Source: an optimization exercise on an open RTL-to-GDS flow (aim: small area). Production flows keep margins and buffers that such runs may drop. For this run, only the layout was checked, not whether the RTL still works. Power and IR drop assume default switching activity.

==> design.v <==
module axis_sm(
    input clk,
    input rstn,
    input start_en,
    input [31:0] phase_start_value,
    input [31:0] phase_stop_value,
    input [31:0] phase_step_value,
    output reg s_axis_phase_tvalid,
    input s_axis_phase_tready,
    output [63:0] s_axis_phase_tdata,
    output m_axis_phase_tready,
    output m_axis_data_tready,
    output [4:0] state_reg
    );
    localparam LO = 17;
    reg [2:0]  st;
    reg [31:0] td;
    reg [31:0] fp;
    reg        rdy;
    reg        cmp;
    reg        cy;
    assign s_axis_phase_tdata = {32'h0, td};
    assign state_reg = {2'b00, st};
    assign m_axis_phase_tready = rdy;
    assign m_axis_data_tready = rdy;
    wire s0 = (st == 3'd0);
    wire s1 = (st == 3'd1);
    wire s2 = (st == 3'd2);
    wire s3 = (st == 3'd3);
    wire s4 = (st == 3'd4);
    wire s5 = (st == 3'd5);
    wire s6 = (st == 3'd6);
    wire s7 = (st == 3'd7);
    wire [LO:0] clo;
    wire [LO-1:0] sum_lo;
    assign clo[0] = 1'b0;
    wire [32-LO:0] chi;
    wire [31-LO:0] sum_hi;
    assign chi[0] = cy;
    wire [32:0] ge;
    assign ge[0] = 1'b1;
    genvar i;
    generate
        for (i = 0; i < LO; i = i + 1) begin : g_lo
            assign sum_lo[i] = td[i] ^ phase_step_value[i] ^ clo[i];
            assign clo[i+1] = (td[i] & phase_step_value[i]) | (clo[i] & (td[i] ^ phase_step_value[i]));
        end
        for (i = 0; i < 32 - LO; i = i + 1) begin : g_hi
            assign sum_hi[i] = td[LO+i] ^ fp[LO+i] ^ chi[i];
            assign chi[i+1] = (td[LO+i] & fp[LO+i]) | (chi[i] & (td[LO+i] ^ fp[LO+i]));
        end
        for (i = 0; i < 32; i = i + 1) begin : g_ge
            assign ge[i+1] = (td[i] ^ phase_stop_value[i]) ? td[i] : ge[i];
        end
    endgenerate
    wire done = (fp[3:0] == 4'b0000) && fp[6];
    wire [6:0] cnt_nx = {fp[5:0], ~(fp[6] ^ fp[3])};
    wire ld = s0 | (s6 & cmp);
    wire hold_lo = s1 | s2 | (s6 & ~cmp);
    wire hold_cn = s1 | s2 | s3 | s4 | s5 | (s6 & ~cmp);
    wire hold_hi = ~(ld | s7 | s6);
    always @(posedge clk) begin
        cmp <= ge[32];
        cy  <= clo[LO];
        if (s0) s_axis_phase_tvalid <= 1'b0;
        else if (s2) s_axis_phase_tvalid <= 1'b1;
        fp <= ({32{ld}} & phase_start_value)
            | ({32{s7}} & {phase_step_value[31:LO], sum_lo})
            | ({{(32-LO){s6 & ~cmp}}, {LO{1'b0}}} & {sum_hi, {LO{1'b0}}})
            | ({{(32-LO){hold_hi}}, {(LO-7){hold_cn}}, 7'd0} & fp)
            | ({25'd0, {7{hold_lo}}} & fp[6:0])
            | ({25'd0, {7{s5}}} & cnt_nx);
        td <= ({32{s3 & rstn}} & fp) | ({32{~s3 & rstn}} & td);
        if (!rstn) begin
            st  <= 3'd0;
            rdy <= 1'b0;
        end else begin
            if (s1) rdy <= 1'b1;
            case (st)
                3'd0: st <= start_en ? 3'd1 : 3'd0;
                3'd1: st <= 3'd2;
                3'd2: st <= 3'd3;
                3'd3: st <= 3'd4;
                3'd4: st <= s_axis_phase_tready ? 3'd5 : 3'd4;
                3'd5: st <= (s5 & done) ? 3'd7 : 3'd5;
                3'd7: st <= 3'd6;
                3'd6: st <= (cmp && !start_en) ? 3'd0 : 3'd1;
            endcase
        end
    end
endmodule
==> flow/run.sh <==
#!/bin/bash
# Standard ORFS layout; ports buffered with the smallest buffer.
bash standard.sh "BUFFER_PORTS_ARGS=-buffer_cell sky130_fd_sc_hd__buf_1" finish > standard.log 2>&1
==> standard.sh <==
#!/bin/bash
# synth_recipe.tcl (not shown) runs the flow's synth.tcl, then flattens the netlist and writes it again
# the make line also repeats each setting of config.mk as NAME=value (left out here)
make -C /OpenROAD-flow-scripts/flow DESIGN_CONFIG=/design/flow/config.mk WORK_HOME=/design/flow/orfs CLKGATE_MAP_FILE= SYNTH_SCRIPT=/design/flow/synth_recipe.tcl "${@:-finish}"
==> config.mk <==
export PLATFORM = sky130hd
export DESIGN_NAME = axis_sm
export DESIGN_NICKNAME = axis_sm
export VERILOG_FILES = /design/flow/design.v
export SDC_FILE = /design/flow/constraint.sdc
export NUM_CORES = 4
export LEC_CHECK = 0
export CAP_MARGIN = 20
export CORE_MARGIN = 2
export CORE_UTILIZATION = 40
export SLEW_MARGIN = 20
==> constraint.sdc <==
create_clock -name core_clock -period 10.0 [get_ports {clk}]
set_input_delay 2.0000 -clock core_clock [delete_from_list [all_inputs] [get_ports {clk}]]
set_output_delay 2.0000 -clock core_clock [all_outputs]
set_load 0.01 [all_outputs]
==> summary.md <==
| Metric | Value |
|---|---|
| Synth top cells by count | dfxtp_1 (71), inv_1 (64), nand2_1 (37) |
| WL final | 10800 um |
| Crit path largest cell delay | 0.41 ns |
| CTS max path bufs | 2 |
| Layout cell share with drive strength beyond 1 | under 10% |
| Diode count | 0 |
| Worst min path class | reg -> reg |
| FP Rows | 37 |
| Leakage power | ~1.9 nW |
| Crit-path cells | buf_1 -> ha_1 -> inv_1 -> fa_1 -> fa_1 -> fa_1 -> inv_1 -> fa_1 -> fa_1 -> inv_1 -> fa_1 -> fa_1 -> fa_1 -> fa_1 -> fa_1 -> fa_1 -> fa_1 -> fa_1 -> fa_1 -> inv_1 -> fa_1 -> fa_1 -> a22oi_1 -> nand2_1 |
| Flops & latches, synth | 71 |
| Core Region | between 10000 and 15000 um^2 |
| Slew @ Worst Pin | 0.942 ns |
| Fin. Hold Viols | 0 |
| Synth top area share | 33.9% |
| Grt ovf | 0 |
| Power Dens Cells | about 150 nW/um^2 |
| CP Class | in -> reg |
| DR WL/cell | between 10 and 15 um |
| Hold Buf Count CTS | 0 |
| Vias per cell | 4.97 |
| RePlAce Congestion | between 0.7 and 0.8 |
| Placed insts | around 710 |
| CP most frequent cell | fa_1 |
| Full die area | 11300 um^2 |
| Area of the multi-input gates | about 2300 um^2 |
| Setup tns final | 0 ns |
| Warnings, synthesis | 1 |
| Max cap viols | 0 |
| Gr usage total | between 10% and 20% |
| Vias in the first global route | between 3000 and 4000 |
| Peak Freq | about 120 MHz |
| Sink Count | about 70 |
| Fin nets | 714 |
| Critical Path RT | slightly above 10 ns |
| Sequential share of the synthesized area | approximately 34% |
| Postcts setup bufs | 0 |
| Top FF cell, synth | dfxtp_1 |
| Chip Height | about 110 um |
| Die W | approximately 110 um |
| Syn Area/Cell | approximately 9 um^2 |
| Slew margin rel. | 37.1% |
| CTS tree | yes |
| Critical Path End Type | flip-flop |
| First drt pass iteration count | 4 |
| Clk slew on worst S/H paths | ~0.070 ns |
| Detailed placer's ending HPWL | slightly above 8000 um |
| Asr flop ratio synth | 0% |
| CTS root buffer | clkbuf_8 |
| Final WS setup | between 1.5 and 2 ns |
| Peak VDD IR | about 0.068 mV |
| Biggest area consumer among synthesized cells | dfxtp_1 |
| Starting Density | approximately two fifths |
| Count leader, synth | dfxtp_1 |
| Min Tclk post-route | just over 8 ns |
| Fillers | just over 1000 |
| Crit start category | input pin |
| Top-Level Pins | about 170 |
| EDFF count, synth | 0 |
| Slowest stage cell, crit path | fa_1 |
| Initial antenna violation count | 0 |
| Syn Std Cell Area | ~4200 um^2 |
| Clock latency (worst-skew pair) | 0.34 ns |
| FF+latch area | about 1400 um^2 |
| Status | complete, no violations |
| Ranking of synthesized cells by area | dfxtp_1 (34%), fa_1 (14%), a22o_1 (6.7%), buf_4 (6.3%), inv_1 (5.7%) |
| Post-CTS sizing | 0 |
| Area Overhead vs Synth | 16.2% |
| DR DRC count | 0 |
| Final ANT Viol Nets | 0 |
| I/O Buffers | roughly 140 |
| Period utilisation layout | about four fifths |
| Synthesized netlist cell count | roughly 450 |
| 1st-iter DRT viols | between 150 and 200 |
| First-pass GRT wire length | around 17000 um |
| Arr. time, crit path | 8.27 ns |
| Final count of pins violating max slew | 0 |
| RSZ-0062 raised after global routing | no |
| Count of cell types in the netlist | 52 |
| Fin cells | 724 |
| Pre-CTS WS | 1.52 ns |
| Final setup violating endpoints | 0 |
| Via Count | 3599 |
| Clock Skews | roughly 0.011 ns |
| Num CTS Buffers | 9 |
| Largest net degree at the start of global routing | 31 |
| H-tree depth | 3 |
| Crit path max fanout | 1 |
[final timing paths]
check,startpoint,end,slack (ns),cells after the start
min,fp[16],fp[16],0.45,2
max reg2reg,td[0],fp[16],3.33,23
min reg2reg,fp[16],fp[16],0.45,2
max,phase_step_value[0],fp[16],1.96,24
[critical path, delay by kind of cell]
family | cells | cell delay [ns]
AOI/OAI and AO/OA | 1 | 0.16
adders and majority gates | 17 | 5.69
buffers and inverters | 5 | 0.35
and+or+nand+nor | 1 | 0.07
[cells by family after synthesis]
family                     after synthesis  synth area share [%]
other                                    1                0.0894
DFF                                     71                  33.9
muxes                                    3                 0.746
xor gates and xnor gates                 3                 0.626
and+or+nand+nor                         88                  9.90
adders and majority gates               38                  16.3
AOI/OAI and AO/OA                      127                  23.9
buffers and inverters                  123                  14.6
[stage by stage]
stage	power, mW	cell area, um^2	utilization, %	hold WS (ns)
after CTS	0.763	4880	47.7	0.455
after floorplan	0.486	4320	-	0.422
after detailed placement	0.533	4690	45.8	0.444
after global routing	0.799	4880	47.7	0.480
final	0.754	4880	47.7	0.452
after global placement	0.529	4690	45.8	0.430
[cell type report]
| class | instances | area share (%) |
|---|---|---|
| multi-input cells | 293 | 47.1 |
| well taps | 136 | 3.49 |
| clock inverters | 5 | 1.21 |
| flip-flops and latches | 71 | 29.2 |
| clock buffers | 11 | 2.69 |
| repair buffers | 141 | 11.2 |
| inverters | 67 | 5.18 |
[layer usage]
layer  routed length [um]  up-vias  GRT usage, %
met3                  807       10          4.29
met2                 5020      147          31.8
met1                 4880     1688          25.5
met4                   97        0          4.82
li1                     -     1754             -
met5                    0        -             0
[where the power goes]
group | switching [mW] | internal (mW)
Sequential | 0.0385 | 0.324
Combinational | 0.0925 | 0.0731
Clock | 0.110 | 0.115
[flip-flops by register name (all words and copies together) (netlist names), named ones only]
signal,count
td,32
cmp,1
fp,32
st,2
s_axis_phase_tvalid,1
cy,1
rdy,1
[cells in the final DEF, fill, tap and decap left out, drive strengths merged, types with 11 or more instances in the layout]
master and n:
a221o 21, clkbuf 11, conb 34, buf 141
fa 30, dfxtp 71, a22o 33, nand2 37
o21ai 30, inv 66, a22oi 14, nor2 21

-- what the ideal ports hide --
How much do the figures lean on ideal ports? The routed layout below was timed once more, with nothing changed but the port constraints.
Step 1 assumes that a clkbuf_16 drives the clock port and a buf_2 every other input.
Step 2, shift: input delay + t, output delay - t, t = (earliest + latest rising clock arrival at the registers) / 2. This alone moves slack from input paths to output paths.
Slacks: ideal / step 1 / step 2; pairs: ideal / step 1.
t, ns: 0.369
slack for setup (ns): 1.956 / 1.959 / 1.590
worst setup path at the end: input to register
slew at the worst register clock pin (ns): 0.08 / 0.08
pins driven straight from the clock port: 1
After both steps this run still meets setup and hold. For this run, drivers alone change the setup slack by +0.003 ns; drivers and shift together by -0.366 ns.
